From an optimization exercise on the open Yosys and OpenROAD flow, aimed at small area, a short achievable clock period and few clock cycles; shortcuts taken in it are not production practice.
In this exercise RTL edits were held to simulation tests only and were not proved equivalent to the original.

**design/flow/config.mk**
```make
export PLATFORM = sky130hd
export DESIGN_NAME = softmax
export DESIGN_NICKNAME = softmax
export VERILOG_FILES = /design/flow/design.v
export SDC_FILE = /design/flow/constraint.sdc
export NUM_CORES = 4
export LEC_CHECK = 0
export CAP_MARGIN = 20
export CORE_MARGIN = 2
export CORE_UTILIZATION = 40
export PLACE_DENSITY = 0.6
export SLEW_MARGIN = 20
```
**design/flow/constraint.sdc**
```tcl
create_clock -name core_clock -period 15.0 [get_ports {clk}]
set_input_delay 3.0000 -clock core_clock [delete_from_list [all_inputs] [get_ports {clk}]]
set_output_delay 3.0000 -clock core_clock [all_outputs]
set_load 0.01 [all_outputs]
```
**design/flow/design.v**
```verilog
module softmax #(parameter
	ARITH_TYPE = 1,
	DATA_WIDTH = 32,
	INTEGER = 10,
	FRACTION = 22,
    E=8,
    M=23 )
    (
input  wire                  clk,
input  wire                  reset,
input  wire                  softmax_enable,
input  wire [DATA_WIDTH-1:0] in1,
input  wire [DATA_WIDTH-1:0] in2,
input  wire [DATA_WIDTH-1:0] in3,
input  wire [DATA_WIDTH-1:0] in4,
input  wire [DATA_WIDTH-1:0] max_input,
output wire [DATA_WIDTH-1:0] softmax_out_1,
output wire [DATA_WIDTH-1:0] softmax_out_2,
output wire [DATA_WIDTH-1:0] softmax_out_3,
output wire [DATA_WIDTH-1:0] softmax_out_4,
output reg                   softmax_output_ready
    );
localparam [2:0] LAST = 3'd6;
reg [2:0] cnt;    
always @(posedge clk or posedge reset) begin
    if (reset) begin
        cnt <= 3'd0;
        softmax_output_ready <= 1'b0;
    end else begin
        if (softmax_enable)
            cnt <= 3'd1;
        else if (cnt != 3'd0 && cnt != LAST)
            cnt <= cnt + 3'd1;
        else
            cnt <= 3'd0;
        softmax_output_ready <= (cnt == LAST);
    end
end
reg [30:0] xin;
always @(*) begin
    case (cnt[1:0])
    2'd0: xin = in1[30:0];
    2'd1: xin = in2[30:0];
    2'd2: xin = in3[30:0];
    default: xin = in4[30:0];
    endcase
end
wire [30:0] x = max_input[30:0] - xin;
reg        s1_sat;
reg [6:0]  s1_idx;
reg [18:0] s1_r;
always @(posedge clk) begin
    s1_sat <= |x[30:26];
    s1_idx <= x[25:19];
    s1_r   <= x[18:0];
end
wire [37:0] sq_full = s1_r * s1_r;
reg        s2_sat;
reg [6:0]  s2_idx;
reg [18:0] s2_r;
reg [15:0] s2_sq;
always @(posedge clk) begin
    s2_sat <= s1_sat;
    s2_idx <= s1_idx;
    s2_r   <= s1_r;
    s2_sq  <= sq_full[37:22];
end
wire [34:0] cu_full = s2_r * s2_sq;
wire [12:0] cu = cu_full[34:22];
wire [15:0] cu5 = {cu, 2'b00} + cu;                  
wire [18:0] d = s2_r - {4'd0, s2_sq[15:1]} + {8'd0, cu5[15:5]};
reg        s3_sat;
reg [6:0]  s3_idx;
reg [18:0] s3_d;
always @(posedge clk) begin
    s3_sat <= s2_sat;
    s3_idx <= s2_idx;
    s3_d   <= d;
end
reg [22:0] p12;
always @(*) begin
    case ({s3_sat, s3_idx})
    8'd0: p12 = 23'h400000;
    8'd1: p12 = 23'h387ad4;
    8'd2: p12 = 23'h31d7df;
    8'd3: p12 = 23'h2bfc8c;
    8'd4: p12 = 23'h26d165;
    8'd5: p12 = 23'h2241b9;
    8'd6: p12 = 23'h1e3b40;
    8'd7: p12 = 23'h1aadde;
    8'd8: p12 = 23'h178b56;
    8'd9: p12 = 23'h14c71a;
    8'd10: p12 = 23'h125617;
    8'd11: p12 = 23'h102e85;
    8'd12: p12 = 23'h0e47c3;
    8'd13: p12 = 23'h0c9a33;
    8'd14: p12 = 23'h0b1f1c;
    8'd15: p12 = 23'h09d091;
    8'd16: p12 = 23'h08a955;
    8'd17: p12 = 23'h07a4c9;
    8'd18: p12 = 23'h06bedc;
    8'd19: p12 = 23'h05f3f2;
    8'd20: p12 = 23'h0540e1;
    8'd21: p12 = 23'h04a2da;
    8'd22: p12 = 23'h041764;
    8'd23: p12 = 23'h039c52;
    8'd24: p12 = 23'h032fb6;
    8'd25: p12 = 23'h02cfdc;
    8'd26: p12 = 23'h027b46;
    8'd27: p12 = 23'h0230a1;
    8'd28: p12 = 23'h01eec0;
    8'd29: p12 = 23'h01b49e;
    8'd30: p12 = 23'h018150;
    8'd31: p12 = 23'h015409;
    8'd32: p12 = 23'h012c15;
    8'd33: p12 = 23'h0108d2;
    8'd34: p12 = 23'h00e9b4;
    8'd35: p12 = 23'h00ce3e;
    8'd36: p12 = 23'h00b602;
    8'd37: p12 = 23'h00a09f;
    8'd38: p12 = 23'h008dbf;
    8'd39: p12 = 23'h007d17;
    8'd40: p12 = 23'h006e64;
    8'd41: p12 = 23'h00616b;
    8'd42: p12 = 23'h0055f8;
    8'd43: p12 = 23'h004bde;
    8'd44: p12 = 23'h0042f4;
    8'd45: p12 = 23'h003b16;
    8'd46: p12 = 23'h003425;
    8'd47: p12 = 23'h002e04;
    8'd48: p12 = 23'h00289c;
    8'd49: p12 = 23'h0023d6;
    8'd50: p12 = 23'h001fa0;
    8'd51: p12 = 23'h001be9;
    8'd52: p12 = 23'h0018a1;
    8'd53: p12 = 23'h0015bc;
    8'd54: p12 = 23'h00132e;
    8'd55: p12 = 23'h0010ed;
    8'd56: p12 = 23'h000ef0;
    8'd57: p12 = 23'h000d2e;
    8'd58: p12 = 23'h000ba2;
    8'd59: p12 = 23'h000a44;
    8'd60: p12 = 23'h00090f;
    8'd61: p12 = 23'h0007fe;
    8'd62: p12 = 23'h00070e;
    8'd63: p12 = 23'h00063a;
    8'd64: p12 = 23'h00057f;
    8'd65: p12 = 23'h0004d9;
    8'd66: p12 = 23'h000447;
    8'd67: p12 = 23'h0003c7;
    8'd68: p12 = 23'h000355;
    8'd69: p12 = 23'h0002f1;
    8'd70: p12 = 23'h000298;
    8'd71: p12 = 23'h00024a;
    8'd72: p12 = 23'h000205;
    8'd73: p12 = 23'h0001c8;
    8'd74: p12 = 23'h000192;
    8'd75: p12 = 23'h000163;
    8'd76: p12 = 23'h000139;
    8'd77: p12 = 23'h000114;
    8'd78: p12 = 23'h0000f4;
    8'd79: p12 = 23'h0000d7;
    8'd80: p12 = 23'h0000be;
    8'd81: p12 = 23'h0000a7;
    8'd82: p12 = 23'h000093;
    8'd83: p12 = 23'h000082;
    8'd84: p12 = 23'h000073;
    8'd85: p12 = 23'h000065;
    8'd86: p12 = 23'h000059;
    8'd87: p12 = 23'h00004f;
    8'd88: p12 = 23'h000046;
    8'd89: p12 = 23'h00003d;
    8'd90: p12 = 23'h000036;
    8'd91: p12 = 23'h000030;
    8'd92: p12 = 23'h00002a;
    8'd93: p12 = 23'h000025;
    8'd94: p12 = 23'h000021;
    8'd95: p12 = 23'h00001d;
    8'd96: p12 = 23'h000019;
    8'd97: p12 = 23'h000016;
    8'd98: p12 = 23'h000013;
    8'd99: p12 = 23'h000011;
    8'd100: p12 = 23'h00000f;
    8'd101: p12 = 23'h00000d;
    8'd102: p12 = 23'h00000b;
    8'd103: p12 = 23'h00000a;
    8'd104: p12 = 23'h000009;
    8'd105: p12 = 23'h000007;
    8'd106: p12 = 23'h000007;
    8'd107: p12 = 23'h000006;
    8'd108: p12 = 23'h000005;
    8'd109: p12 = 23'h000004;
    8'd110: p12 = 23'h000004;
    8'd111: p12 = 23'h000003;
    8'd112: p12 = 23'h000003;
    8'd113: p12 = 23'h000002;
    8'd114: p12 = 23'h000002;
    8'd115: p12 = 23'h000002;
    8'd116: p12 = 23'h000001;
    8'd117: p12 = 23'h000001;
    8'd118: p12 = 23'h000001;
    8'd119: p12 = 23'h000001;
    8'd120: p12 = 23'h000001;
    8'd121: p12 = 23'h000000;
    8'd122: p12 = 23'h000000;
    8'd123: p12 = 23'h000000;
    8'd124: p12 = 23'h000000;
    8'd125: p12 = 23'h000000;
    8'd126: p12 = 23'h000000;
    8'd127: p12 = 23'h000000;
    default: p12 = 23'd0;
    endcase
end
wire [22:0] oi = 23'h400000 - {4'd0, s3_d};
wire [45:0] res_full = p12 * oi;
reg [22:0] o1, o2, o3, o4;
always @(posedge clk) begin
    o4 <= res_full[44:22];
    o3 <= o4;
    o2 <= o3;
    o1 <= o2;
end
assign softmax_out_1 = {9'd0, o1};
assign softmax_out_2 = {9'd0, o2};
assign softmax_out_3 = {9'd0, o3};
assign softmax_out_4 = {9'd0, o4};
endmodule
```
**design/flow/run.sh**
```bash
#!/bin/bash
# synth_recipe.tcl (not shown) runs the flow's synth.tcl, then flattens the netlist and writes it again
# the make line also repeats each setting of config.mk as NAME=value (left out here)
make -C /OpenROAD-flow-scripts/flow DESIGN_CONFIG=/design/flow/config.mk WORK_HOME=/design/flow/orfs CLKGATE_MAP_FILE= SYNTH_SCRIPT=/design/flow/synth_recipe.tcl finish
```
==> run summary <==
worst min-delay path by stage:
| stage | endpoint | startpoint | slack [ps] | cells after the start |
|---|---|---|---|---|
| floorplan | s2_idx[0] | s1_idx[0] | 310 | 0 |
| global placement | s2_idx[0] | s1_idx[0] | 310 | 0 |
| detailed placement | s2_sat | s1_sat | 310 | 0 |
| CTS | s2_idx[5] | s1_idx[5] | 320 | 0 |
| global route | s2_idx[5] | s1_idx[5] | 320 | 0 |
| finish | s2_idx[5] | s1_idx[5] | 320 | 0 |
worst max-delay path, delay by kind of cell (launching register included):
| kind | cells | cell delay [ps] |
|---|---|---|
| compound gates | 17 | 4200 |
| xor+xnor | 3 | 690 |
| fa+ha+maj | 10 | 4400 |
| buf+inv | 4 | 210 |
| flops | 1 | 990 |
| simple gates | 5 | 540 |
metal layers:
metal	vias to the layer above	routed length, um	part of all wire	GRT usage
met4	0	3660	0.030	0.0582
met2	1253	58300	0.47	0.360
met3	230	8190	0.066	0.0298
met1	17300	53400	0.43	0.288
li1	16100	-	-	-
met5	-	0	0	0
placed cells by master (no fill, tap or decap), types with 25 or more instances in the layout:
| master | instances |
|---|---|
| inv_1 | 1150 |
| fa_1 | 930 |
| nand2_1 | 702 |
| ha_1 | 484 |
| nor2_1 | 295 |
| clkdlybuf4s50_1 | 250 |
| and2_1 | 217 |
| dfxtp_1 | 202 |
| o21ai_0 | 139 |
| a21oi_1 | 137 |
| xnor2_1 | 84 |
| buf_4 | 81 |
| nand2b_1 | 49 |
| xor2_1 | 47 |
| nor2b_1 | 42 |
| nor3_1 | 39 |
| conb_1 | 36 |
| nand3_1 | 34 |
| a21o_1 | 33 |
| a222oi_1 | 32 |
| a211oi_1 | 31 |
| clkbuf_16 | 25 |
through the flow:
step,utilization
global route,0.446
CTS,0.446
finish,0.446
global placement,0.439
detailed placement,0.439
floorplan,-
logic make-up after synthesis:
logic type / after synthesis / share of synthesized area
xor+xnor: 142 / 0.0277
mux: 10 / 0.00277
buf+inv: 1423 / 0.119
fa+ha+maj: 1414 / 0.535
other cells: 1 / 0.0000814
compound gates: 559 / 0.0796
simple gates: 1465 / 0.144
flops: 209 / 0.0912
layout make-up:
class	instances	area, um2	area share
sequential	209	4210	0.0826
inverter	1157	4340	0.0852
antenna	2	5.00	0.0000982
clock inverter	15	130	0.00255
clock buffer	29	661	0.0130
timing repair buffer	331	3110	0.0610
tap	1512	1890	0.0371
multi-input combinational	3626	36600	0.718
==> metrics.yaml <==
status: "timing/DRC/antenna clean"
drt_wl_total_um: 124000
start_util: 0.403
regToRegStartpoint: "s2_r[11]"
yosysWarnings: 1
place_inst: 6835
fin_crit_sh: 0.740
regToRegSetupSlack_ps: 3900
setup.worst_path.start: "s2_r[11]"
synth-seq-cells: 209
setup_ws_ps: 3900
pre_cts_slack_ps: 4050
die_h_um: 343
drive_above_1_share: 0.0322
grt_pass1_vias: 37300
clock_sinks: 209
stdcell_area_um2: 51000
core.rowCount: 124
root_buffer: "clkbuf_16"
die_x_um: 343
synth_edf_count: 0
die-area_um2: 118000
slew_violations: 0
crit_slowest_cell: "dfxtp_1"
synth_top_cells_by_area: "fa_1 40%, ha_1 13%, inv_1 9.4%, dfxtp_1 8.9%, nand2_1 5.7%"
ant_nets: 0
drc_errors: 0
cts_hold_buf: 0
crit_path_end_kind: "register"
cap_viol_max_count: 0
holdWs_ps: 320
crit_fanout: 17
worstPathRequired_ps: 15490
grt_max_degree: 93
yosysMostFrequentCell: "inv_1"
rsz0062_at_grt: "no"
cts_buffers: 24
grt_antenna_before_repair: 2
synth_common_cells: "1150 x inv_1, 930 x fa_1, 702 x nand2_1"
core-area_um2: 114000
max_stage_delay_ps: 990
grt_usage: 0.214
io_pins: 292
postCtsSetupBuffers: 0
viasPerCell: 5.07
synthesis.area_um2: 46100
hold_path_class: "register to register"
drt-pass1-iter-count: 6
post_cts_resized: 0
ff2ff_path_depth: 39
dp_hpwl_um: 96800
setup_viol: 0
grt.overflow.total: 0
cts.clk_slew.worst_paths_ps: 80
via_count: 34900
setup-tns-final_ps: 0
dr.first_iter.drc_count: 2242
slew-limit-headroom: 0.259
port_buffers: 250
clock_latency_ps: 580
fin_skew_ps: 44.0
placed_area_um2: 50200
synth_async_sr_flop_share: 0.0191
grt_pass1_wl_um: 200000
hold_viol_final: 0
post_synth.cell_area_avg_um2: 8.82
synth_cell_types: 80
path_common_cell: "fa_1"
htree_num_levels: 1
post_drt_wl_per_cell_um: 18.0
area_growth_pct: 10.6
setup.worst_path.start_class: "register"
arrival_ps: 11590
synthCells: 5223
layoutNonFillerInstCount: 6881
nFillCells: 11200
synth_top_flop_cell: "dfxtp_1"
r2r-end: "s3_d[18]"
gp_congestion: 0.914
cts_max_path_buffers: 3
post-route-min-period_ps: 11100
worstSetupPathType: "register to register"
cts_tree: "built"
yosysTopAreaCell: "fa_1"
tightest_slew_ps: 1110
fin_nets: 6926
endpoint: "s3_d[18]"
synth_top_cell_area_share: 0.404
synth-seq-area-share: 0.0912
max_freq_mhz: 90.1
Testbench counts, summed over its fixed seeds: cycles 16,808.

-- separate check: timing with driven ports --
The results above use ideal ports. As a check the final layout listed here was re-extracted and re-timed, cells and wires unchanged. Step 1: set_driving_cell puts a clkbuf_16 on clk and a buf_2 on each other input, an assumption about the parent block. Step 2 adds t to the input delays and takes it off the output delays; t is the mean of the earliest and latest rising clock arrival at the registers after step 1. Input paths then give back, and output paths get back, about the clock's delay inside the block. Three values: ideal, step 1, step 2; two values: the first two.
t, ns: 0.623
setup slack, ns: 3.900 / 3.900 / 3.900
clock arrival spread, ns: 0.045 / 0.045
slew at the worst register clock pin (ns): 0.08 / 0.08
After both steps setup and hold are still met in this run. For this run, drivers alone change the setup slack by 0.000 ns; drivers and shift together by 0.000 ns.
